From an optimization exercise on the open Yosys and OpenROAD flow, aimed at small area, a short achievable clock period and few clock cycles per item; shortcuts taken in it are not production practice. Where RTL was checked, it was by simulation tests only, not by an equivalence proof against the original. No activity file was given, so power comes from the tool's default toggle rates.

==> flow/design.v (excerpt) <==
module mpadd32_shift (CLK, RST_N, s_out, a_in, b_in, write, start, ready);
Size in the first run: about 320 flip-flops, roughly 770 I/O pins.
Settings: LEC_CHECK=0, CAP_MARGIN=20, CORE_MARGIN=2, CORE_UTILIZATION=40, CTS_CLUSTER_DIAMETER=100, CTS_CLUSTER_SIZE=20, SETUP_SLACK_MARGIN=2.8, SLEW_MARGIN=20; clock period 5.0 ns.
standard.sh (not shown) runs the stock make flow with config.mk's settings and CLKGATE_MAP_FILE= SYNTH_SCRIPT=/design/flow/synth_recipe.tcl, a recipe that flattens the netlist after the stock synthesis.
==> flow/flow/run.sh <==
#!/bin/bash
# The standard layout, with the port buffers made from buf_1 cells
# instead of the default delay buffers.
set -euo pipefail
export BUFFER_PORTS_ARGS="-buffer_cell sky130_fd_sc_hd__buf_1"
bash standard.sh > standard.log 2>&1
==> next run, changes <==
--- a/flow/config.mk
+++ b/flow/config.mk
@@ -13 +13 @@
-export SETUP_SLACK_MARGIN = 2.8
+export SETUP_SLACK_MARGIN = 2.7
After rerunning: Final area is lower by a few percent. Non-clock buffer count is lower by 80. Global-route usage is higher by 0.38 points. Power is lower by a few percent. Via count is lower by a few percent. Wire length barely changes. Setup slack is better by 15 ps. Sequential cell count is unchanged. Clock-buffer cell count is lower by 2. Synthesized area does not change. Combinational power is lower by a few percent.
No functional check of the RTL was part of any run of this note.

---

The RTL this note starts from:
==> flow/design.v <==
`timescale 1ns/10ps
module mpadd32_shift (CLK, RST_N, s_out, a_in, b_in, write, start, ready);
	input CLK, RST_N;
	input [255:0] a_in, b_in;
	input write, start;
	output [256:0] s_out;
	output ready;
	localparam K  = 8;
	localparam NB = 256 / K;
	localparam L  = 5;   
	localparam LW = 2;   
	reg [255:0]  q;
	reg [NB-1:0] g;      
	reg [NB-1:0] p;      
	reg          cout;
	reg          ready;
	assign s_out = {cout, q};
	genvar j, i;
	wire [255:0]  ws;
	wire [NB-1:0] bg;
	wire [NB-1:0] bp;
	generate
		for (j = 0; j < NB; j = j + 1) begin : add
			assign {bg[j], ws[j*K +: K]} = {1'b0, a_in[j*K +: K]} + {1'b0, b_in[j*K +: K]};
			assign bp[j] = &(a_in[j*K +: K] ^ b_in[j*K +: K]);
		end
	endgenerate
	wire [NB-1:0] pg [0:L];
	wire [NB-1:0] pp [0:L];
	generate
		for (j = 0; j < L; j = j + 1) begin : lvl
			wire [NB-1:0] gi, pi;
			if (j == 0) begin : in0
				assign gi = bg;
				assign pi = bp;
			end else if (j == LW) begin : inr
				assign gi = g;
				assign pi = p;
			end else begin : inl
				assign gi = pg[j];
				assign pi = pp[j];
			end
			for (i = 0; i < NB; i = i + 1) begin : node
				if (i >= (1 << j)) begin : comb
					assign pg[j+1][i] = gi[i] | (pi[i] & gi[i - (1 << j)]);
					assign pp[j+1][i] = pi[i] & pi[i - (1 << j)];
				end else begin : pass
					assign pg[j+1][i] = gi[i];
					assign pp[j+1][i] = pi[i];
				end
			end
		end
	endgenerate
	wire [NB:0] c = {pg[L], 1'b0};
	wire [255:0] t;
	generate
		for (j = 0; j < NB; j = j + 1) begin : inc
			for (i = 0; i < K; i = i + 1) begin : bit_
				if (j == 0) begin : first
					assign t[i] = 1'b0;
				end else if (i == 0) begin : lsb
					assign t[j*K] = c[j];
				end else begin : up
					assign t[j*K+i] = c[j] & (&q[j*K +: i]);
				end
			end
		end
	endgenerate
	always @(posedge CLK) begin
		q    <= write ? ws : q ^ t;
		g    <= write ? pg[LW] : {NB{1'b0}};
		p    <= pp[LW];
		cout <= write ? 1'b0 : cout | c[NB];
		if (~RST_N)
			ready <= 1'b0;
		else
			ready <= start;
	end
endmodule
Settings: LEC_CHECK=0, CAP_MARGIN=20, CORE_MARGIN=2, CORE_UTILIZATION=40, CTS_BUF_LIST=sky130_fd_sc_hd__clkbuf_4 sky130_fd_sc_hd__clkbuf_8, SETUP_SLACK_MARGIN=2.5, SLEW_MARGIN=20; clock period 5.0 ns.
Scripts as last shown in full above: flow/flow/run.sh
Testbench counts at the start, summed over its fixed seeds: cycles 1,032, items 512.
Change:
CTS_BUF_LIST = not set   (was sky130_fd_sc_hd__clkbuf_4 sky130_fd_sc_hd__clkbuf_8)
CTS_CLUSTER_DIAMETER = 150   (was not set)
CTS_CLUSTER_SIZE = 20   (was not set)
Final area went down by a few percent. Hold slack gains 6.1 ps. Setup slack loses 8.3 ps. Combinational power hardly moves. Die area stays the same. Synthesized area is unchanged. Register-to-register slack gains 60 ps. Total power went down by about a fifth.
Change:
CTS_CLUSTER_DIAMETER = 80   (was 150)
CTS_CLUSTER_SIZE = 25   (was 20)
Setup slack gets better by 24 ps.
Utilization is higher by 0.69 points.
Clock-buffer cell count is higher by 10.
Routed wire length barely changes.
Sequential power stays flat.
Combinational power barely changes.
Via count is higher by 1.1%.
Change:
CTS_CLUSTER_DIAMETER = not set   (was 80)
CTS_CLUSTER_SIZE = not set   (was 25)
Effect: The new run went through all stages and came out clean. Global-route usage went up by 0.29 points. Via count stays flat. Die area does not change. Worst hold slack gets worse by 3.7 ps. Total power went up by roughly a tenth. Clock power went up by a quarter to a third. Clock skew hardly moves. Clock-buffer cell count went up by 27. Non-clock buffer count went up by 1. Setup slack gets better by 8.4 ps.
Change:
CTS_CLUSTER_DIAMETER = 100   (was not set)
CTS_CLUSTER_SIZE = 20   (was not set)
After rerunning: Utilization went down by 1.3 points. Sequential power is about the same. Worst setup slack is worse by 9.2 ps. Via count went down by 0.93%. Clock-buffer cell count drops by 31. Critical path depth is unchanged. Non-clock buffer count stays the same.
Change:
CTS_CLUSTER_DIAMETER = not set   (was 100)
CTS_CLUSTER_SIZE = not set   (was 20)
SETUP_SLACK_MARGIN = 2.8   (was 2.5)
Outcome: Clock skew shrinks by 3.4 ps. Maximum frequency rises by a few percent. Via count rose by a few percent.

---

== run 1 ==
mpadd32_shift, a different RTL version from the one above (not shown whole).
For scale: ~2700 cells after synthesis, about 320 flip-flops, ~770 I/O pins, roughly 0.022 mm² of cells after synthesis.
clock: 5.0 ns
lec_check: 0
cap_margin: 20
core_margin: 2
core_utilization: 40
cts_cluster_diameter: 100
cts_cluster_size: 20
setup_slack_margin: 2.7
slew_margin: 20
Scripts as last shown in full above: flow/flow/run.sh
Testbench counts of run 1, summed over its fixed seeds: cycles 1,032, items 512.
diff inputs: run 1 => run 2
- a change of SETUP_SLACK_MARGIN from 2.7 to 2.8
- a change of CORE_UTILIZATION from 40 to 43
## What came out
Between run 1 and run 2, the max-slew headroom at the worst pin is lower for run 1. Taking run 1 as the reference, in run 2 clock share of power rose 0.2 points; multi-input logic portion of the cell area now sits higher; flop-to-flop setup slack up 0.04 ns; area of the core region shows a reduction of 7.1%; XOR/XNOR share of the synthesized area barely changed. Run 2 ended up with q[2] as its startpoint of the most critical setup path; run 1 ended up with a_in[49].
Input changes introduced in run 3 (baseline for comparison: run 2):
- swapping 2.8 for 2.9 in SETUP_SLACK_MARGIN
- swapping 43 for 40 in CORE_UTILIZATION
Results
Run 3 completed end to end with timing, DRC and antenna clean. Delta (run 3 minus run 2): buffer count excluding the clock tree in the final layout increased 100, proportion of cell area occupied by registers decreased by 0.81 points relative to the old numbers, area of the die +0.0040 mm². Cmp run 3 vs run 2: global-route wire length before repair higher in run 3. Lower met2 routing resource usage after global routing among run 2 and run 3: run 3. Run 3 vs. run 2: utilization up 1.6 points, final instance area up 11%, routability congestion estimate from global placement up 0.036, synthesized-area fraction occupied by adder cells flat. The higher placement-stage cell area of run 2 and run 3 is in run 3.

---

Another version of the RTL of mpadd32_shift (not shown whole).
Size: roughly 2,700 cells after synthesis, ~320 flip-flops, roughly 770 I/O pins, roughly 23,000 um^2 of cells after synthesis.
export LEC_CHECK = 0
export CAP_MARGIN = 20
export CORE_MARGIN = 2
export CORE_UTILIZATION = 40
export CTS_CLUSTER_DIAMETER = 100
export CTS_CLUSTER_SIZE = 20
export SETUP_SLACK_MARGIN = 2.75
export SLEW_MARGIN = 20
create_clock -name core_clock -period 5.0 [get_ports {CLK}]
Scripts as last shown in full above: flow/flow/run.sh
Testbench counts at the start, summed over its fixed seeds: cycles 1,032, items 512.
Edit:
Settings changed: GPL_ROUTABILITY_DRIVEN set to 0, SETUP_SLACK_MARGIN 2.75 to 2.7.
Total power came out lower by 1.8%.
Fmax decreases by 2.0%.
Die area does not change.
Clock power drops by about 5%.
First-iteration DRC count fell by 2.1%.
Routed wire length is lower by 1.6%.
Setup slack is worse by 0.045 ns.
Combinational power goes down by about 2%.
Area after synthesis does not change.
Edit:
Settings changed: GPL_ROUTABILITY_DRIVEN 0 to unset.
What happened:
- cell area stays the same
- area after synthesis is unchanged
- wire length is unchanged
- combinational power barely changes
Edit:
Settings changed: CTS_CLUSTER_SIZE 20 to 25.
The new run passed the timing, DRC and antenna checks.
Worst setup slack got worse by 0.013 ns.
Sequential cell count stays the same.
Sequential share of layout area is about the same.
Edit:
Settings changed: CTS_CLUSTER_SIZE 25 to 20, PLACE_DENSITY set to 0.7.
=> Flip-flop and latch count does not change; die area does not change; sequential power stays flat.

---

== main ==
Another version of the RTL of mpadd32_shift (not shown whole).
For scale: roughly 2600 cells after synthesis, ~290 flip-flops, about 770 I/O pins.
clock: 5.0 ns
lec_check: 0
cap_margin: 20
core_margin: 2
core_utilization: 40
slew_margin: 20
run.sh (not shown) runs the stock make flow with config.mk's settings and CLKGATE_MAP_FILE= SYNTH_SCRIPT=/design/flow/synth_recipe.tcl, a recipe that flattens the netlist after the stock synthesis.
Stock flow here: none of the scripts above is used.
main: flow completed, timing, DRC and antenna clean
Testbench counts of main, summed over its fixed seeds: cycles 1,032, items 512.
Setup changes, main to the feature branch
Settings: SETUP_SLACK_MARGIN now 3.0, previously not set.
==> flow/flow/run.sh (new file) <==
#!/bin/bash
# The standard layout, with the port buffers made from buf_1 cells
# instead of the default delay buffers.
set -euo pipefail
export BUFFER_PORTS_ARGS="-buffer_cell sky130_fd_sc_hd__buf_1"
bash standard.sh > standard.log 2>&1
==> flow/standard.sh (new file) <==
#!/bin/bash
# synth_recipe.tcl (not shown) runs the flow's synth.tcl, then flattens the netlist and writes it again
# the make line also repeats each setting of config.mk as NAME=value (left out here)
make -C /OpenROAD-flow-scripts/flow DESIGN_CONFIG=/design/flow/config.mk WORK_HOME=/design/flow/orfs CLKGATE_MAP_FILE= SYNTH_SCRIPT=/design/flow/synth_recipe.tcl "${@:-finish}"
removed: flow/run.sh
==> results.txt <==
- Summary of the feature branch over main: met2 demand-to-capacity share in global routing dropped 0.49 points; global-route usage down 0.70 points.
- Going from main to the feature branch, maximum frequency went up by about 20%, minimum setup slack in the final design increased by 0.57 ns relative to the old numbers, power moved up, multi-input combinational area share +2.7 points.
- Cmp the feature branch vs main: power density of the placed cells lower in the feature branch
- [compare] base=main new=the feature branch: via count increased by 7.6% relative to the old numbers; die height closely matched the old numbers.
- The feature branch: no failed stages, no open violations at the end

==> afterwards: timing with drivers on the ports <==
The results above use ideal ports. As a check the final layouts listed here were re-extracted and re-timed, cells and wires unchanged.
Step 1, drivers: a clkbuf_16 drives CLK and a buf_2 each remaining input, both assumed.
Step 2 adds t to the input delays and takes it off the output delays; t is the mean of the earliest and latest rising clock arrival at the registers after step 1. Input paths then give back, and output paths get back, about the clock's delay inside the block.
a / b / c = ideal ports / drivers / drivers and shift; a / b = the first two.
| run | t (ns) | slack for setup (ns) | latest minus earliest clock arrival (ns) | worst register clock-pin slew, ns | worst data-port slew with drivers (ns) |
|---|---|---|---|---|---|
| the first run of note 1 | 0.596 | 2.515 / 2.515 / 2.034 | 0.030 / 0.030 | 0.10 / 0.10 | 0.12 |
| the second run of note 1 | 0.597 | 2.530 / 2.530 / 2.085 | 0.022 / 0.022 | 0.10 / 0.10 | 0.12 |
| the first run of note 2 | 0.718 | 2.539 / 2.539 / 1.882 | 0.030 / 0.029 | 0.07 / 0.07 | 0.11 |
| the second run of note 2 | 0.596 | 2.530 / 2.560 / 1.964 | 0.016 / 0.016 | 0.09 / 0.09 | 0.11 |
| the third run of note 2 | 0.647 | 2.554 / 2.541 / 1.938 | 0.016 / 0.017 | 0.09 / 0.09 | 0.12 |
| the fourth run of note 2 | 0.617 | 2.562 / 2.564 / 1.984 | 0.015 / 0.016 | 0.06 / 0.06 | 0.12 |
| the fifth run of note 2 | 0.611 | 2.553 / 2.580 / 1.982 | 0.026 / 0.026 | 0.09 / 0.09 | 0.12 |
| the sixth run of note 2 | 0.616 | 2.627 / 2.654 / 2.038 | 0.024 / 0.024 | 0.06 / 0.06 | 0.10 |
| run 1 | 0.599 | 2.728 / 2.697 / 2.162 | 0.019 / 0.019 | 0.09 / 0.09 | 0.13 |
| run 2 | 0.611 | 2.817 / 2.752 / 2.226 | 0.027 / 0.027 | 0.09 / 0.09 | 0.14 |
| run 3 | 0.599 | 2.831 / 2.863 / 2.270 | 0.023 / 0.023 | 0.10 / 0.10 | 0.09 |
| the first run of note 4 | 0.600 | 2.780 / 2.717 / 2.189 | 0.023 / 0.022 | 0.09 / 0.09 | 0.20 |
| the second run of note 4 | 0.604 | 2.736 / 2.690 / 2.176 | 0.032 / 0.032 | 0.09 / 0.09 | 0.22 |
| the third run of note 4 | 0.604 | 2.736 / 2.690 / 2.176 | 0.032 / 0.032 | 0.09 / 0.09 | 0.22 |
| the fourth run of note 4 | 0.597 | 2.722 / 2.691 / 2.182 | 0.027 / 0.027 | 0.11 / 0.11 | 0.21 |
| the fifth run of note 4 | 0.593 | 2.717 / 2.671 / 2.143 | 0.024 / 0.024 | 0.09 / 0.09 | 0.20 |
| main | 0.606 | 1.504 / 1.504 / 1.458 | 0.021 / 0.020 | 0.06 / 0.06 | 0.21 |
| the feature branch | 0.595 | 2.077 / 2.077 / 1.977 | 0.016 / 0.016 | 0.06 / 0.06 | 0.17 |
After both steps setup and hold are still met in every run listed. The setup slack of the first run of note 2, which loses most, moves by 0.000 ns with the drivers and by -0.657 ns with both steps.
